From an optimization exercise on the open Yosys and OpenROAD flow, aimed at small area, a short achievable clock period and few clock cycles per item; shortcuts taken in it are not production practice.
Function was not checked in any run shown here: the RTL went through the layout flow alone.
Power figures rest on the tool's default switching activity, not on a simulated workload.

==> flow/design.v (outline; a module is shown in full before it is edited, if it fits) <==
// module vs4x400_core: 1804 lines
module vs4x400_core (
    input clk, input reset,
    input start_search,
    input [9:0] vector_count,
    input [7:0] dim_size,
    output reg [11:0] mem_addr,
    input signed [63:0] mem_data,
    output [31:0] max_score,
    output reg [7:0] winner_id,
    output reg busy
);
  // ...
==> flow/run.sh <==
#!/bin/bash
# synth_recipe.tcl (not shown) runs the flow's synth.tcl, then flattens the netlist and writes it again
# the make line also repeats each setting of config.mk as NAME=value (left out here)
make -C /OpenROAD-flow-scripts/flow DESIGN_CONFIG=/design/flow/config.mk WORK_HOME=/design/flow/orfs CLKGATE_MAP_FILE= SYNTH_SCRIPT=/design/flow/synth_recipe.tcl finish
==> flow/config.mk <==
export PLATFORM = sky130hd
export DESIGN_NAME = vs4x400_core
export DESIGN_NICKNAME = vs4x400_core
export VERILOG_FILES = /design/flow/design.v
export SDC_FILE = /design/flow/constraint.sdc
export NUM_CORES = 4
export LEC_CHECK = 0
export CAP_MARGIN = 20
export CORE_MARGIN = 2
export CORE_UTILIZATION = 40
export SLEW_MARGIN = 20
==> flow/constraint.sdc <==
create_clock -name core_clock -period 16.0 [get_ports {clk}]
set_input_delay 3.2000 -clock core_clock [delete_from_list [all_inputs] [get_ports {clk}]]
set_output_delay 3.2000 -clock core_clock [all_outputs]
set_load 0.01 [all_outputs]
==> impl_results.md, run 1 <==
- CTS buffer count: 17
- WP data arrival: 1620 ps
- Clock Power: 0.406 mW
- Overall routed net length: 33100 microns
- Post-Route M1 WL: 14600 microns
- Setup bufs post-CTS: 0
- Met3 usage: 0.0288
- Status: timing/DRC/antenna clean
- GRT met1 Usage: 0.268
- Signal buffers: 134
- Met2 wire len: 16200 microns
- I/O Buffers: 133
- Sequential share of cell area: 0.232
- Clock power frac: 0.101
- DRC viols: 0
- Top Registers: d1 (64), acc_s (22), best (22)
- CP Capture Type: primary output
- Top sig layer: met4
- Placed cells: 1879
- RSZ-0062 raised after global routing: no
- Synth Area in XOR/XNOR: 0.0267
- Overall Power: 4.01 mW
- H-tree Lvls: 4
- Max Buffers Root-to-Sink: 2
- Async SR Flop Fraction: 0.283
- First-pass GRT wire length: 55700 microns
- Post-synthesis mux area share: 0.0251
- Fillers: 3273
- GR Overflow Total: 0
- Sw Share: 0.461
- Ant diodes: 0
==> run 2: changes to the inputs <==
--- a/flow/config.mk
+++ b/flow/config.mk
@@ -7,2 +7,3 @@
 export LEC_CHECK = 0
+export ABC_CLOCK_PERIOD_IN_PS = 4000
 export CAP_MARGIN = 20
==> run 2 against run 1 <==
Compared with the run above:
- first-iteration DRC count unchanged
- wire length unchanged
- design area unchanged
- global-route usage unchanged
- critical path type unchanged
- critical endpoint unchanged
- largest power group unchanged
==> impl_results.md, run 2 <==
- Status: timing/DRC/antenna clean (unchanged)
- Sw Share: 0.461 (unchanged)
- Internal power: 2.16 mW (unchanged)
- Clock Tree Root: clkbuf_16 (unchanged)
- Ant diodes: 0 (unchanged)
- TritonCTS clock tree: done (unchanged)
- CP Buf/Inv Count: 1 (unchanged)
- DIE HEIGHT: 191 microns (unchanged)
- Mapped Area: 14000 sq um (unchanged)
- Horiz. Die Dim: 191 microns (unchanged)
- Core Region: 34500 sq um (unchanged)
- Total Routing Usage GR: 0.202 (unchanged)
- Initial core utilization: 0.406 (unchanged)
- Clock skew: 21.0 ps (unchanged)
- Syn Nets: 1714 (unchanged)
- Final weighted congestion in routability-driven placement: 0.868 (unchanged)
- FF/Latch Area: 3810 sq um (unchanged)
- RSZ-0062 raised after global routing: no (unchanged)
- Routed vias/inst: 4.80 (unchanged)
- Worst-Margin Slew: 881 ps (unchanged)
- Setup bufs post-CTS: 0 (unchanged)
- Seq pwr share: 0.185 (about the same)
- Syn_area_per_cell: 10.6 sq um (unchanged)
- First-pass GRT wire length: 55700 microns (unchanged)
- Peak supply drop: 168 uV (unchanged)
- FP Rows: 68 (unchanged)
- Max stage delay cell, worst path: clkdlybuf4s50_1 (unchanged)
- Placed inst area: 15800 sq um (unchanged)
- Max-slew violations: 0 (unchanged)
- Hold WC Path Type: flop to flop (unchanged)
- Cells after Synth: 1318 (unchanged)
- Post-route design area: 16400 sq um (unchanged)
- Finished Layout Cells: 1912 (unchanged)
- Count of unique library cells instantiated by Yosys: 55 (unchanged)
- Hold wc startpoint: first$_DFF_P_ (unchanged)
- Clock power frac: 0.101 (about the same)
- Psw: 1.85 mW (unchanged)
- Antenna violations before repair: 1 (unchanged)
- Placed cells: 1879 (unchanged)
- Remaining antenna violation count: 0 (unchanged)
- Post-synthesis sequential area ratio: 0.272 (unchanged)
- CP Capture Type: primary output (unchanged)
- Hold_buf cts: 0 (unchanged)
- Setup crit start kind: flop (unchanged)
- Multi-input logic area: 9160 sq um (unchanged)
- Static Leak: 7.27 nW (unchanged)
- Warnings from Yosys: 1 (unchanged)
- Final setup TNS: 0 ps (unchanged)
- Wirelength per Cell: 17.3 microns (unchanged)
- CP required: 12800 ps (about the same)
- Pwr Density: 245 nW/um^2 (unchanged)
- Top-count cell post-synth: fa_1 (unchanged)
- I/O Buffers: 133 (unchanged)
- Most frequent cells in the layout: fa_1 (258), inv_1 (246), nand2_1 (161) (unchanged)
- Fillers: 3273 (unchanged)
- RR Endpoint: acc_c[12]$_DFF_P_ (unchanged)
- Reg2Reg Depth: 10 (unchanged)
- Final Cycle Share: 0.302 (unchanged)
- Top cells by count, synth: fa_1 (258), inv_1 (247), nand2_1 (161) (unchanged)
- Fin. Hold Viols: 0 (unchanged)
- Worst Path Class, Setup: flop to primary output (unchanged)
- Largest cells by area after synthesis: fa_1 (37%), dfxtp_1 (16%), dfrtp_1 (7.0%) (unchanged)
- Layout area overhead: 16.9% (unchanged)
- # Max-Cap Violations: 0 (unchanged)
- Max reg flops: 64 (unchanged)
- WP data arrival: 1620 ps (about the same)
- Drt pass-1 iters: 5 (unchanged)
- Hpwl dp: 27200 microns (unchanged)
- Vias in the first global route: 10.4k (unchanged)
- Via count: 9178 (unchanged)
- EDFF count, synth: 9 (unchanged)
- Share of post-route cells with drive strength above 1: 0.0604 (unchanged)
- R2R Path Start: f1$_DFF_P_ (unchanged)
- Overall routed net length: 33100 microns (unchanged)
- Fin crit period: 4820 ps (unchanged)
- Die area: 36600 sq um (unchanged)
- Max Buffers Root-to-Sink: 2 (unchanged)
- Gate power share: 0.714 (about the same)
- Pin count of the biggest net entering global routing: 50 (unchanged)
- Commonest non-fill, non-tap cell in the layout: fa_1 (unchanged)
- Reg-to-reg slack, setup: 11240 ps (about the same)
- Top-area cell type share of the netlist area: 0.368 (unchanged)
- Post-cts sizing count: 0 (unchanged)
- Max FO, Critical Path: 12 (unchanged)
- Critical Path Max Stage Delay: 620 ps (about the same)
- Async SR Flop Fraction: 0.283 (unchanged)
- Initial DRC count: 416 (unchanged)
- TritonCTS Sinks: 173 (unchanged)
- Clock transition at path regs: 70 ps (about the same)
- #FFs+latches synth: 173 (unchanged)
- Main flop type after synthesis: dfxtp_1 (unchanged)
- Top Registers: d1 (64), acc_s (22), best (22) (unchanged)
- Post-layout nets: 1840 (unchanged)
- Slew margin rel.: 0.412 (unchanged)
- Hold Path Depth: 0 (unchanged)
- Io pins: 138 (unchanged)
- Largest delay share family, worst path: buffers and inverters (unchanged)
- Hold EP: f1$_DFF_P_ (unchanged)
- Fmax: 207 MHz (unchanged)
- CTS buffer count: 17 (unchanged)
- DRC viols: 0 (unchanged)
- CP cell instances: clkdlybuf4s50_1 (unchanged)
- H-tree Lvls: 4 (unchanged)
- Top reg by flops: d1 (unchanged)
- Worst skew pair latency: 450 ps (about the same)
- Largest area contributor in the netlist: fa_1 (unchanged)
- GR Overflow Total: 0 (unchanged)
- Final setup viols: 0 (unchanged)
-- run 2: cells by family (layout without fill, tap and decap cells) --
family	count (synthesis)	in the layout	synth area share
buffers and inverters	274	413	0.0763
AOI/OAI and AO/OA	81	81	0.0389
muxes	31	31	0.0251
and+or+nand+nor	406	406	0.146
xor gates and xnor gates	42	42	0.0267
adders and majority gates	311	311	0.415
DFF	173	173	0.272
-- run 2: through the flow --
| step | hold WS, ps | worst slack, ps | util | total power [mW] |
|---|---|---|---|---|
| global placement | 312 | 10850 | 0.457 | 3.61 |
| CTS | 331 | 10810 | 0.474 | 4.12 |
| global route | 330 | 10900 | 0.475 | 4.60 |
| floorplan | 310 | 11570 | - | 2.78 |
| finish | 328 | 11180 | 0.475 | 4.01 |
| detailed placement | 315 | 10820 | 0.457 | 3.66 |
-- run 2: how the worst max path moves through the flow --
stage | from | to | slack [ps] | cells after the start
2_1_floorplan | f1$_DFF_P_ | acc_c[10]$_DFF_P_ | 11570 | 12
3_3_place_gp | f1$_DFF_P_ | acc_c[10]$_DFF_P_ | 10850 | 11
3_5_place_dp | f1$_DFF_P_ | acc_c[10]$_DFF_P_ | 10820 | 11
4_1_cts | f1$_DFF_P_ | acc_c[10]$_DFF_P_ | 10810 | 11
5_1_grt | acc_c[0]$_DFF_P_ | best[2]$_DFFE_PP0P_ | 10900 | 16
6_report | best[21]$_DFFE_PP0P_ | max_score[25] | 11180 | 1
-- run 2: per-layer routing --
| layer | wire (microns) | GRT usage |
|---|---|---|
| met5 | 0 | 0 |
| met3 | 1370 | 0.0288 |
| met4 | 962 | 0.0743 |
| met1 | 14600 | 0.268 |
| met2 | 16200 | 0.336 |
-- run 2: power by group through the flow --
| stage | clock, mW | sequential [mW] | combinational [mW] |
|---|---|---|---|
| floorplan | 0 | 0.723 | 2.06 |
| global placement | 0 | 0.746 | 2.87 |
| detailed placement | 0 | 0.748 | 2.91 |
| CTS | 0.417 | 0.741 | 2.96 |
| global route | 0.436 | 0.758 | 3.41 |
| finish | 0.406 | 0.741 | 2.86 |
-- run 2: cell type report --
cell class	instances	share of cell area
timing repair buffer	134	0.0829
tap	455	0.0347
clock inverter	11	0.00664
multi-input combinational	871	0.559
inverter	247	0.0566
sequential	173	0.232
clock buffer	21	0.0281
==> run 3: changes to the inputs <==
==> flow/flow/run.sh (new file) <==
#!/bin/bash
# Standard layout, with stronger port buffers and a repair target below the clock period.
set -euo pipefail
bash standard.sh \
  BUFFER_PORTS_ARGS="-buffer_cell sky130_fd_sc_hd__buf_4" \
  SETUP_SLACK_MARGIN=11.5 \
  finish > standard.log 2>&1
==> flow/standard.sh (new file) <==
#!/bin/bash
# synth_recipe.tcl (not shown) runs the flow's synth.tcl, then flattens the netlist and writes it again
# the make line also repeats each setting of config.mk as NAME=value (left out here)
make -C /OpenROAD-flow-scripts/flow DESIGN_CONFIG=/design/flow/config.mk WORK_HOME=/design/flow/orfs CLKGATE_MAP_FILE= SYNTH_SCRIPT=/design/flow/synth_recipe.tcl "${@:-finish}"
--- a/flow/config.mk
+++ b/flow/config.mk
@@ -7,3 +7,2 @@
 export LEC_CHECK = 0
-export ABC_CLOCK_PERIOD_IN_PS = 4000
 export CAP_MARGIN = 20
removed: flow/run.sh
==> run 3 against run 2 <==
Compared with the run above:
- non-clock buffer count rose by 12
- first-iteration DRC count increased by 9.4%
- register-to-register slack gained 340 ps
- largest power group unchanged
- design area is 0.83% higher
- wire length up 2.4%
- critical path depth is 10 higher
- synthesized area unchanged
==> impl_results.md, run 3 <==
- Status: timing/DRC/antenna clean (unchanged)
- Fin. Hold Viols: 0 (unchanged)
- Ant diodes: 0 (unchanged)
- Final setup TNS: 0 ps (unchanged)
- Layout area overhead: 17.8% (was 16.9%)
- WP data arrival: 4770 ps (was 1620 ps)
- Final setup viols: 0 (unchanged)
- Count of unique library cells instantiated by Yosys: 55 (unchanged)
- Placed cells: 1881 (was 1879)
- Psw: 1.94 mW (was 1.85 mW)
- Post-Synth Simple-Gate Area: 0.146 (unchanged)
- Share of post-route cells with drive strength above 1: 0.231 (was 0.0604)
- Remaining antenna violation count: 0 (unchanged)
- GR Overflow Total: 0 (unchanged)
- Finished Layout Cells: 1925 (was 1912)
- Pin count of the biggest net entering global routing: 50 (unchanged)
- # Max-Cap Violations: 0 (unchanged)
- DIE HEIGHT: 191 microns (unchanged)
- Top Registers: d1 (64), acc_s (22), best (22) (unchanged)
- Post-synthesis sequential area ratio: 0.272 (unchanged)
- RR Endpoint: acc_c[8]$_DFF_P_ (was acc_c[12]$_DFF_P_)
- CTS buffer count: 17 (unchanged)
- Pwr Density: 252 nW/um^2 (was 245 nW/um^2)
- Warnings from Yosys: 1 (unchanged)
- Max FO, Critical Path: 8 (was 12)
- Largest family of logic cells by synthesized area: adder cells (unchanged)
- Post-layout nets: 1853 (was 1840)
- Fin crit period: 4420 ps (was 4820 ps)
- Antenna violations before repair: 1 (unchanged)
- Final weighted congestion in routability-driven placement: 0.858 (was 0.868)
- Via count: 9332 (was 9178)
- Reg2Reg Depth: 11 (was 10)
- Async SR Flop Fraction: 0.283 (unchanged)
- Synthesized-area fraction occupied by adder cells: 0.415 (unchanged)
- Worst Path Class, Setup: flop to flop (was flop to primary output)
- Clock transition at path regs: 80 ps (was 70 ps)
- GRT Max-Usage Layer: met2 (unchanged)
- Worst setup path endpoint: acc_c[8]$_DFF_P_ (was max_score[25])
- Clock Tree Root: clkbuf_16 (unchanged)
- Reg-to-reg slack, setup: 11580 ps (was 11240 ps)
- Total Routing Usage GR: 0.202 (about the same)
- FP Rows: 68 (unchanged)
- Clock power frac: 0.109 (was 0.101)
- Top reg by flops: d1 (unchanged)
- Syn_area_per_cell: 10.6 sq um (unchanged)
- Horiz. Die Dim: 191 microns (unchanged)
- Hold WC Path Type: flop to flop (unchanged)
- DRC viols: 0 (unchanged)
- RSZ-0062 raised after global routing: yes (was no)
- Die area: 36600 sq um (unchanged)
- Drt pass-1 iters: 4 (was 5)
- TritonCTS Sinks: 173 (unchanged)
- CP Capture Type: flop (was primary output)
- Hpwl dp: 27100 microns (was 27200 microns)
- #FFs+latches synth: 173 (unchanged)
- TritonCTS clock tree: done (unchanged)
- H-tree Lvls: 4 (unchanged)
- Worst-Margin Slew: 687 ps (was 881 ps)
- Post-synthesis mux area share: 0.0251 (unchanged)
- Initial core utilization: 0.406 (unchanged)
- Clock skew: 13.0 ps (was 21.0 ps)
- Top cells by count, synth: fa_1 (258), inv_1 (247), nand2_1 (161) (unchanged)
- Met3 usage: 0.0362 (was 0.0288)
- Commonest non-fill, non-tap cell in the layout: inv_1 (was fa_1)
- GRT met1 Usage: 0.266 (was 0.268)
- Io pins: 138 (unchanged)
- R2R Path Start: d1[6]$_DFF_P_ (was f1$_DFF_P_)
- Top-count cell post-synth: fa_1 (unchanged)
- CP required: 16350 ps (was 12800 ps)
- Final worst-path setup slack: 11580 ps (was 11180 ps)
- Worst skew pair latency: 460 ps (was 450 ps)
- Vias in the first global route: 10.4k (about the same)
- Max Buffers Root-to-Sink: 2 (unchanged)
- Mapped Area: 14000 sq um (unchanged)
- EDFF count, synth: 9 (unchanged)
- Largest cells by area after synthesis: fa_1 (37%), dfxtp_1 (16%), dfrtp_1 (7.0%) (unchanged)
- Peak supply drop: 191 uV (was 168 uV)
- Max-slew violations: 0 (unchanged)
- Max reg flops: 64 (unchanged)
- Internal power: 2.22 mW (was 2.16 mW)
- Static Leak: 7.51 nW (was 7.27 nW)
- Top-area cell type share of the netlist area: 0.368 (unchanged)
- Setup crit start kind: flop (unchanged)
- Wirelength per Cell: 17.6 microns (was 17.3 microns)
- Sw Share: 0.466 (was 0.461)
- Slew margin rel.: 0.541 (was 0.412)
- Seq pwr share: 0.177 (was 0.185)
- Place WS: 11080 ps (was 10820 ps)
- Setup crit start: d1[6]$_DFF_P_ (was best[21]$_DFFE_PP0P_)
- Most frequent cells in the layout: inv_1 (241), fa_1 (231), nand2_1 (161) (was fa_1 (258), inv_1 (246), nand2_1 (161))
- Cells after Synth: 1318 (unchanged)
- Met2 Usage GRT: 0.334 (was 0.336)
- Compound-Gate Fraction of Synth Area: 0.0389 (unchanged)
- Routed vias/inst: 4.85 (was 4.80)
- Initial DRC count: 455 (was 416)
- Hold_buf cts: 0 (unchanged)
- Syn Nets: 1714 (unchanged)
- Fmax: 226 MHz (was 207 MHz)
- Synth Area in XOR/XNOR: 0.0267 (unchanged)
- Final Cycle Share: 0.276 (was 0.302)
- Main flop type after synthesis: dfxtp_1 (unchanged)
- Overall routed net length: 33900 microns (was 33100 microns)
- Gate power share: 0.714 (about the same)
- Core Region: 34500 sq um (unchanged)
- First-pass GRT wire length: 55700 microns (about the same)
- I/O Buffers: 133 (unchanged)
- Largest area contributor in the netlist: fa_1 (unchanged)
-- run 3: cell families after synthesis --
logic type,Yosys count
fa+ha+maj,311
buf+inv,274
flops,173
xor+xnor,42
simple gates,406
compound gates,81
mux,31
-- run 3: cell type report --
cell class              instances  area [sq um]
fillers                      3293         18000
repair buffers                146          1150
inverters                     247           927
well taps                     455           569
clock buffers                  18           439
clock inverters                14           193
flip-flops and latches        173          3950
multi-input cells             872          9310
-- run 3: metal layers --
layer | routed length, microns | up-vias
li1 | - | 4260
met1 | 14400 | 4795
met2 | 16800 | 225
met3 | 1690 | 52
met4 | 991 | 0
met5 | 0 | -
-- run 3: power by group through the flow --
stage / logic, mW / registers (mW) / clock network, mW
global route: 3.54 / 0.751 / 0.479
global placement: 2.87 / 0.742 / 0
finish: 2.97 / 0.736 / 0.453
CTS: 2.99 / 0.737 / 0.464
detailed placement: 2.91 / 0.742 / 0
floorplan: 2.06 / 0.723 / 0
-- run 3: stage by stage --
| stage | area (sq um) | util | total power [mW] | hold slack (ps) |
|---|---|---|---|---|
| 6_report | 16500 | 0.479 | 4.16 | 332 |
| 3_5_place_dp | 15500 | 0.448 | 3.66 | 317 |
| 2_1_floorplan | 14000 | - | 2.78 | 310 |
| 4_1_cts | 16300 | 0.472 | 4.19 | 333 |
| 3_3_place_gp | 15500 | 0.448 | 3.61 | 313 |
| 5_1_grt | 16500 | 0.479 | 4.77 | 340 |
-- run 3: worst min-delay path by stage --
stage | cells past startpoint | from | slack, ps | to
6_report | 0 | first$_DFF_P_ | 330 | f1$_DFF_P_
5_1_grt | 0 | first$_DFF_P_ | 340 | f1$_DFF_P_
4_1_cts | 0 | first$_DFF_P_ | 330 | f1$_DFF_P_
3_5_place_dp | 0 | first$_DFF_P_ | 320 | f1$_DFF_P_
3_3_place_gp | 0 | first$_DFF_P_ | 310 | f1$_DFF_P_
2_1_floorplan | 0 | first$_DFF_P_ | 310 | f1$_DFF_P_
-- run 3: worst max-delay path, stage by stage, from the launching register on --
cell	delay [ps]
dfxtp_4	380
and2_1	190
fa_2	560
inv_1	50
fa_1	470
fa_2	420
fa_1	420
fa_2	530
inv_1	50
fa_2	520
fa_1	420
ha_1	280
-- run 3: what timing repair did --
item | 4_1_cts | 5_1_grt
setup buffers | 3 | 7
pin swaps | 3 | 17
setup endpoints to repair | 44 | 43
resized for setup | 61 | 77
cloned | 2 | 0

==> port drivers added, routing unchanged <==
How much do the figures lean on ideal ports? The routed layouts below were timed once more, with nothing changed but the port constraints.
Step 1 assumes that a clkbuf_16 drives the clock port and a buf_2 every other input.
Step 2 moves the port delays by t, midway between the first and last clock arrival at a register: inputs arrive t later, outputs are due t later. That takes back most of the time a late clock gives input paths.
Three values: ideal ports, drivers, drivers and shift; two values: the first two.
run | shift t [ns] | setup slack, ns | latest minus earliest clock arrival (ns) | worst register clock-pin slew, ns
run 1 | 0.489 | 11.176 / 11.128 / 11.243 | 0.021 / 0.021 | 0.07 / 0.07
run 2 | 0.489 | 11.176 / 11.128 / 11.243 | 0.021 / 0.021 | 0.07 / 0.07
run 3 | 0.504 | 11.582 / 11.544 / 11.582 | 0.013 / 0.014 | 0.08 / 0.08
After both steps setup and hold are still met in every run listed.
